What follows belongs to an exercise in optimizing a design on an open flow for small area and a short achievable clock period; a production flow would make more cautious choices.
Function was checked by simulation only, so behaviour that the tests miss may differ from the original.

==> flow/design.v (outline; a module is shown in full before it is edited, if it fits) <==
// module dit_fft_8: 3008 lines
// module fa: 6 lines
// module pfx_16_0_bk: 71 lines
// module pfx_24_8_ks: 193 lines
module dit_fft_8(clk,reset,mode,x,y);
  // ...
==> flow/flow/run.sh <==
#!/bin/bash
# Layout: the standard flow's own flow (standard.sh, which runs the standard synthesis and
# ORFS from floorplan to finish) with two changes to how the layout is made:
# the port buffers are sky130_fd_sc_hd__buf_2 cells rather than ORFS's default
# choice, and timing repair aims for a setup slack margin of SETUP_MARGIN ns.
# The clock period and constraints are the standard flow's.  make's output goes to
# standard_flow.log here; ORFS keeps each step's log under orfs/logs/.
set -euo pipefail
SETUP_MARGIN=6
bash standard.sh "BUFFER_PORTS_ARGS=-buffer_cell sky130_fd_sc_hd__buf_2" \
  "SETUP_SLACK_MARGIN=$SETUP_MARGIN" finish > standard_flow.log 2>&1
==> flow/standard.sh <==
#!/bin/bash
# synth_recipe.tcl (not shown) runs the flow's synth.tcl, then flattens the netlist and writes it again
# the make line also repeats each setting of config.mk as NAME=value (left out here)
make -C /OpenROAD-flow-scripts/flow DESIGN_CONFIG=/design/flow/config.mk WORK_HOME=/design/flow/orfs CLKGATE_MAP_FILE= SYNTH_SCRIPT=/design/flow/synth_recipe.tcl "${@:-finish}"
==> flow/config.mk <==
export PLATFORM = sky130hd
export DESIGN_NAME = dit_fft_8
export DESIGN_NICKNAME = dit_fft_8
export VERILOG_FILES = /design/flow/design.v
export SDC_FILE = /design/flow/constraint.sdc
export NUM_CORES = 4
export LEC_CHECK = 0
export CAP_MARGIN = 20
export CORE_MARGIN = 2
export CORE_UTILIZATION = 55
export SLEW_MARGIN = 20
export SYNTH_HIERARCHICAL = 1
export SYNTH_MINIMUM_KEEP_SIZE = 0
==> flow/constraint.sdc <==
create_clock -name core_clock -period 12.0 [get_ports {clk}]
set_input_delay 2.4000 -clock core_clock [delete_from_list [all_inputs] [get_ports {clk}]]
set_output_delay 2.4000 -clock core_clock [all_outputs]
set_load 0.01 [all_outputs]
==> flow_metrics.env, run 1 <==
export IMPL_cp_cell_sequence="fa_1, fa_1, fa_1, fa_1, fa_1, fa_1, inv_1, ha_1, nand4_1, a211oi_2, a21oi_4, o211ai_1, a21oi_1, xnor2_1, mux2_2"
export IMPL_setup_tns_ns=0
export IMPL_gp_congestion=0.980
export IMPL_num_io_pins=515
export IMPL_multi_input_area_share_pct=66.5
export IMPL_wl_um=179000
export IMPL_largest_class="multi-input gates"
export IMPL_fin_hold_ws_ns=0.797
export IMPL_wl_met2_um=84300
export IMPL_multi_input_cells=4227
export IMPL_final_cell_mix="ha_1 (798), fa_1 (696), inv_1 (654)"
export IMPL_use_met3_pct=4.43
export IMPL_syn_nets=7231
export IMPL_top_register="y"
export IMPL_syn2layout_area_growth_pct=9.63
export IMPL_largest_reg_flops=256
export IMPL_die_h_um=330
export IMPL_io_buffers=514
export IMPL_status="complete, no violations"
export IMPL_rows=119
export IMPL_cp_start_kind="flop"
export IMPL_maxCapViolations=0
export IMPL_dpl_cell_count=7302
export IMPL_critPathArrivalTime_ns=6.39
export IMPL_drtIter0Drc=2814
export IMPL_clock_area_share_pct=2.97
export IMPL_layout_commonest_cell="ha_1"
export IMPL_overflow=0
export IMPL_cts_setup_buffers=0
export IMPL_antenna_left=0
export IMPL_tritoncts="yes"
==> inputs of run 2 (changes only) <==
--- a/flow/flow/run.sh
+++ b/flow/flow/run.sh
@@ -6,6 +6,6 @@
 # The clock period and constraints are the standard flow's.  make's output goes to
 # standard_flow.log here; ORFS keeps each step's log under orfs/logs/.
 set -euo pipefail
-SETUP_MARGIN=6
+SETUP_MARGIN=6.5
 bash standard.sh "BUFFER_PORTS_ARGS=-buffer_cell sky130_fd_sc_hd__buf_2" \
   "SETUP_SLACK_MARGIN=$SETUP_MARGIN" finish > standard_flow.log 2>&1
==> flow_metrics.env, run 2 <==
export IMPL_min_path_type="flop to flop"
export IMPL_clockRootBuffer="clkbuf_16"
export IMPL_finalCriticalPeriod_ns=5.55
export IMPL_r2r_slack_ns=6.45
export IMPL_netlist_area_um2=58400
export IMPL_finalSetupViolCount=0
export IMPL_syn_area_per_cell_um2=10.7
export IMPL_numCtsBuffers=57
export IMPL_rsz0062_at_grt="yes"
export IMPL_startpoint="b[162]"
export IMPL_drive_gt1_share_pct=22.9
export IMPL_grt_pass1_wl_um=267000
export IMPL_setup_tns_ns=0
export IMPL_place_ws_ns=6.04
export IMPL_num_io_pins=515
export IMPL_cp_end_kind="flop"
export IMPL_grt_pass1_vias=42900
export IMPL_hpwl_um=157000
export IMPL_coreArea_um2=105000
export IMPL_cp_start_kind="flop"
export IMPL_fin_crit_sh_pct=46.2
export IMPL_wl_per_cell_um=24.1
export IMPL_overflow=0
export IMPL_via_per_inst=5.60
export IMPL_top_regs="y (256), b (248)"
export IMPL_largest_reg_flops=256
export IMPL_syn_inst=5477
export IMPL_r2r_end="y[163]"
export IMPL_synth_warnings=7
export IMPL_finish_utilization_pct=62.8
export IMPL_rows=119
export IMPL_wl_um=181000
export IMPL_worstSkewPairLatency_ns=0.68
export IMPL_tritoncts="yes"
export IMPL_setup_slack_ns=6.45
export IMPL_cp_max_fo=5
export IMPL_nNetsFinal=7812
export IMPL_gp_congestion=0.980
export IMPL_dieWidth_um=330
export IMPL_top_register="y"
export IMPL_routed_via_count=42000
export IMPL_cts_max_path_buffers=3
export IMPL_critPathArrivalTime_ns=6.10
export IMPL_hold_viol=0
export IMPL_status="complete, no violations"
export IMPL_fmax_mhz=180
export IMPL_antenna_found_initial=18
export IMPL_start_util_pct=55.5
export IMPL_final_cell_mix="ha_1 (748), inv_1 (646), fa_1 (643)"
export IMPL_clk_pin_slew_ns=0.06
export IMPL_slew_violations=0
export IMPL_die_h_um=330
export IMPL_die_area_um2=109000
export IMPL_max_slew_margin_pct=32.8
export IMPL_drc=0
export IMPL_maxCapViolations=0
export IMPL_grt_use_total_pct=33.3
export IMPL_dpl_instance_area_um2=62100
export IMPL_tightest_slew_ns=1.01
export IMPL_antenna_left=0
export IMPL_cp_required_ns=12.56
export IMPL_fin_skew_ns=0.0395
export IMPL_reg2reg_from="b[162]"
export IMPL_io_buffers=514
export IMPL_drt_pass1_iterations=7
export IMPL_htree_num_levels=2
export IMPL_drtIter0Drc=2796
export IMPL_syn_nets=7231
export IMPL_cts_num_sinks=504
export IMPL_stdcell_area_um2=66100
export IMPL_worstSetupEndpoint="y[163]"
export IMPL_layout_commonest_cell="ha_1"
export IMPL_syn2layout_area_growth_pct=13.2
export IMPL_grt_max_degree=187
export IMPL_r2r_cells=15
export IMPL_crit_type="flop to flop"
[run 2: cell types whose count changed in the layout (fill, tap and decap cells not counted), moves of 17 or more]
cell / change
xnor2_2: +17
a21oi_1: -33
o21ai_1: +21
buf_4: +82
fa_1: -53
ha_1: -50
ha_4: +42
dfrtp_1: -40
a21oi_2: +32
dfrtp_2: +39
fa_2: +53
xnor2_1: -17
o21ai_0: -30
[run 2: through the flow]
| stage | hold slack [ns] | cells |
|---|---|---|
| after floorplan | 0.684 | 5477 |
| after global placement | 0.785 | 7302 |
| after detailed placement | 0.775 | 7302 |
| after CTS | 0.802 | 7436 |
| after global routing | 0.855 | 7494 |
| final | 0.797 | 7502 |
[run 2: how the worst min path moves through the flow]
stage,startpoint,cells after the start,endpoint
5_1_grt,b[15],4,y[143]
6_report,b[15],4,y[143]
4_1_cts,b[192],2,y[128]
3_5_place_dp,b[192],2,y[80]
2_1_floorplan,b[15],4,y[143]
3_3_place_gp,b[192],2,y[80]
[run 2: timing repair]
| action | 4_1_cts | 5_1_grt |
|---|---|---|
| setup endpoints to repair | 108 | 112 |
| hold buffers | 0 | 0 |
| endpoints found under the hold margin | 0 | 0 |
| setup buffers | 31 | 57 |
| pin swaps | 30 | 91 |
| resized for setup | 96 | 252 |
[run 2: layer usage]
metal	track usage, %	wire (µm)
met1	46.3	78500
met2	54.9	85800
met3	4.74	11400
met4	8.57	5280
met5	0	51
[run 2: cell type report]
| cell class | count | area [µm²] |
|---|---|---|
| inverter | 656 | 2470 |
| clock buffer | 75 | 1570 |
| tap | 1391 | 1740 |
| timing repair buffer | 612 | 3400 |
| fill | 8764 | 39100 |
| sequential | 504 | 12700 |
| antenna | 9 | 22.5 |
| multi-input combinational | 4227 | 43900 |
| clock inverter | 28 | 328 |
[run 2: critical path: stages, from the launching register on]
cell	delay (ns)
dfrtp_2	0.45
fa_1	0.45
fa_1	0.46
fa_2	0.58
fa_2	0.48
fa_1	0.59
fa_2	0.51
ha_4	0.33
nand4_1	0.17
a211oi_2	0.32
a21oi_4	0.16
o211ai_1	0.28
xor2_1	0.33
buf_4	0.18
nand2_1	0.04
o21ai_0	0.12
==> inputs of run 3 (changes only) <==
--- a/flow/config.mk
+++ b/flow/config.mk
@@ -11,3 +11,4 @@
 export SLEW_MARGIN = 20
 export SYNTH_HIERARCHICAL = 1
 export SYNTH_MINIMUM_KEEP_SIZE = 0
+export TNS_END_PERCENT = 50
==> flow_metrics.env, run 3 <==
export IMPL_status="complete, no violations"
export IMPL_use_met3_pct=4.74
export IMPL_setup_tns_ns=0
export IMPL_fmax_mhz=181
export IMPL_critPathArrivalTime_ns=6.06
export IMPL_dpl_instance_area_um2=62100
export IMPL_layout_commonest_cell="ha_1"
export IMPL_slowest_delay_ns=0.60
export IMPL_final_cell_mix="ha_1 (753), inv_1 (645), fa_1 (640)"
export IMPL_cp_num_buf_inv=3
export IMPL_drtIter0Drc=2824
export IMPL_antenna_found_initial=18
export IMPL_cts_hold_fix_buffers=0
export IMPL_numCtsBuffers=57
export IMPL_finish_utilization_pct=62.7
export IMPL_cts_max_path_buffers=3
export IMPL_grt_use_total_pct=33.3
export IMPL_overflow=0
export IMPL_cp_slowest_cell="fa_2"
export IMPL_drt_pass1_iterations=6
export IMPL_grt_pass1_vias=42800
export IMPL_syn_inst=5477
export IMPL_tightest_slew_ns=1.02
export IMPL_fin_crit_sh_pct=46.0
export IMPL_syn_nets=7231
export IMPL_slew_violations=0
export IMPL_cts_num_sinks=504
export IMPL_fin_skew_ns=0.0394
export IMPL_met2_usage_pct=54.9
export IMPL_clockRootBuffer="clkbuf_16"
export IMPL_max_slew_margin_pct=32.1
export IMPL_top_register="y"
export IMPL_grt_pass1_wl_um=267000
export IMPL_rows=119
export IMPL_drc=0
export IMPL_min_path_type="flop to flop"
export IMPL_stdcell_area_um2=66000
export IMPL_largest_reg_flops=256
export IMPL_worstSkewPairLatency_ns=0.68
export IMPL_clk_pin_slew_ns=0.06
export IMPL_syn2layout_area_growth_pct=12.9
export IMPL_routed_via_count=42100
export IMPL_num_io_pins=515
export IMPL_cp_max_fo=6
export IMPL_fin_hold_ws_ns=0.793
export IMPL_io_buffers=514
export IMPL_syn_area_per_cell_um2=10.7
export IMPL_dieWidth_um=330
export IMPL_busiest_layer="met2"
export IMPL_grt_use_met1_pct=46.3
export IMPL_nFillCells=8782
export IMPL_hold_viol=0
export IMPL_rsz0062_at_grt="yes"
export IMPL_cp_cell_sequence="buf_4, fa_1, fa_1, fa_1, fa_2, fa_2, fa_1, inv_1, ha_1, a21oi_2, o211ai_1, a21oi_1, o21ai_4, buf_4, o311ai_4, nand2_2, o21a_1"
export IMPL_top_regs="y (256), b (248)"
export IMPL_grt_max_degree=187
export IMPL_cp_end_kind="flop"
export IMPL_die_h_um=330
export IMPL_synth_warnings=7
export IMPL_via_per_inst=5.59
export IMPL_cp_required_ns=12.54
export IMPL_coreArea_um2=105000
export IMPL_die_area_um2=109000
export IMPL_finalSetupViolCount=0
export IMPL_path_common_cell="fa_1"
export IMPL_gp_congestion=0.980
export IMPL_critPathTopFamily="adder cells"
export IMPL_nNetsFinal=7827
export IMPL_hpwl_um=157000
export IMPL_crit_type="flop to flop"
export IMPL_wl_per_cell_um=24.1
export IMPL_drive_gt1_share_pct=22.9
export IMPL_maxCapViolations=0
export IMPL_start_util_pct=55.5
export IMPL_antenna_left=0
export IMPL_tritoncts="yes"
export IMPL_finalCriticalPeriod_ns=5.52
export IMPL_cp_start_kind="flop"
export IMPL_wl_um=181000
export IMPL_netlist_area_um2=58400
export IMPL_htree_num_levels=2
[run 3: final timing paths]
| path | startpoint | end | slack (ns) | cells after the start |
|---|---|---|---|---|
| max in group asynchronous | reset | y[64] | 8.05 | 4 |
| setup reg to reg | b[180] | y[191] | 6.48 | 17 |
| min in group asynchronous | reset | y[235] | 1.88 | 2 |
| setup / recovery | b[180] | y[191] | 6.48 | 17 |
| hold reg to reg | b[15] | y[143] | 0.79 | 4 |
| hold / removal | b[15] | y[143] | 0.79 | 4 |
[run 3: tightest hold or removal path: stages (launching register included)]
cell and delay, ns:
dfrtp_1 0.35, ha_1 0.18, xnor2_1 0.10, inv_1 0.05
o21ai_0 0.07
[run 3: stage by stage]
stage	setup slack [ns]	cells
after floorplan	2.76	5477
after global placement	6.07	7302
after detailed placement	6.04	7302
after CTS	6.45	7435
after global routing	6.32	7509
final	6.48	7519
[run 3: what timing repair did]
item,4_1_cts,5_1_grt
resized for setup,88,227
setup buffers,30,73
endpoints found under the setup margin,108,112
pin swaps,26,72
[run 3: routing by layer]
layer  wire length, µm  share of wire, %
met4              5410               3.0
met3             11300               6.2
met5                36             0.020
met2             85400                47
met1             78700                44
[run 3: area by class of cell]
| cell class | instances | area [µm²] | share of cell area [%] |
|---|---|---|---|
| antenna | 11 | 27.5 | 0.0417 |
| clock buffer | 75 | 1570 | 2.39 |
| clock inverter | 28 | 328 | 0.497 |
| inverter | 656 | 2470 | 3.74 |
| multi-input combinational | 4227 | 43700 | 66.2 |
| sequential | 504 | 12700 | 19.2 |
| tap | 1391 | 1740 | 2.64 |
| timing repair buffer | 627 | 3490 | 5.29 |

[re-timing with driven ports]
In the flow no input, the clock included, has a driving cell. The finished layouts below were timed again as built, in two steps.
Step 1 (the two cells are an assumption about what drives the block):
set clk [get_ports {clk}]
set_driving_cell -lib_cell sky130_fd_sc_hd__clkbuf_16 $clk
set_driving_cell -lib_cell sky130_fd_sc_hd__buf_2 [delete_from_list [all_inputs] $clk]
Step 2 adds t to the input delays and takes it off the output delays; t is the mean of the earliest and latest rising clock arrival at the registers after step 1. Input paths then give back, and output paths get back, about the clock's delay inside the block.
Three values: ideal, step 1, step 2; two values: the first two.
run | shift t [ns] | setup WS [ns] | hold slack, ns | latest minus earliest clock arrival (ns)
run 1 | 0.738 | 6.197 / 6.197 / 5.945 | 0.797 / 0.797 / 0.797 | 0.044 / 0.044
run 2 | 0.738 | 6.452 / 6.452 / 5.890 | 0.797 / 0.797 / 0.797 | 0.041 / 0.041
run 3 | 0.738 | 6.481 / 6.481 / 5.924 | 0.793 / 0.793 / 0.793 | 0.040 / 0.041
After both steps every run listed still meets setup and hold. The setup slack of run 2, which loses most, moves by 0.000 ns with the drivers and by -0.562 ns with both steps.
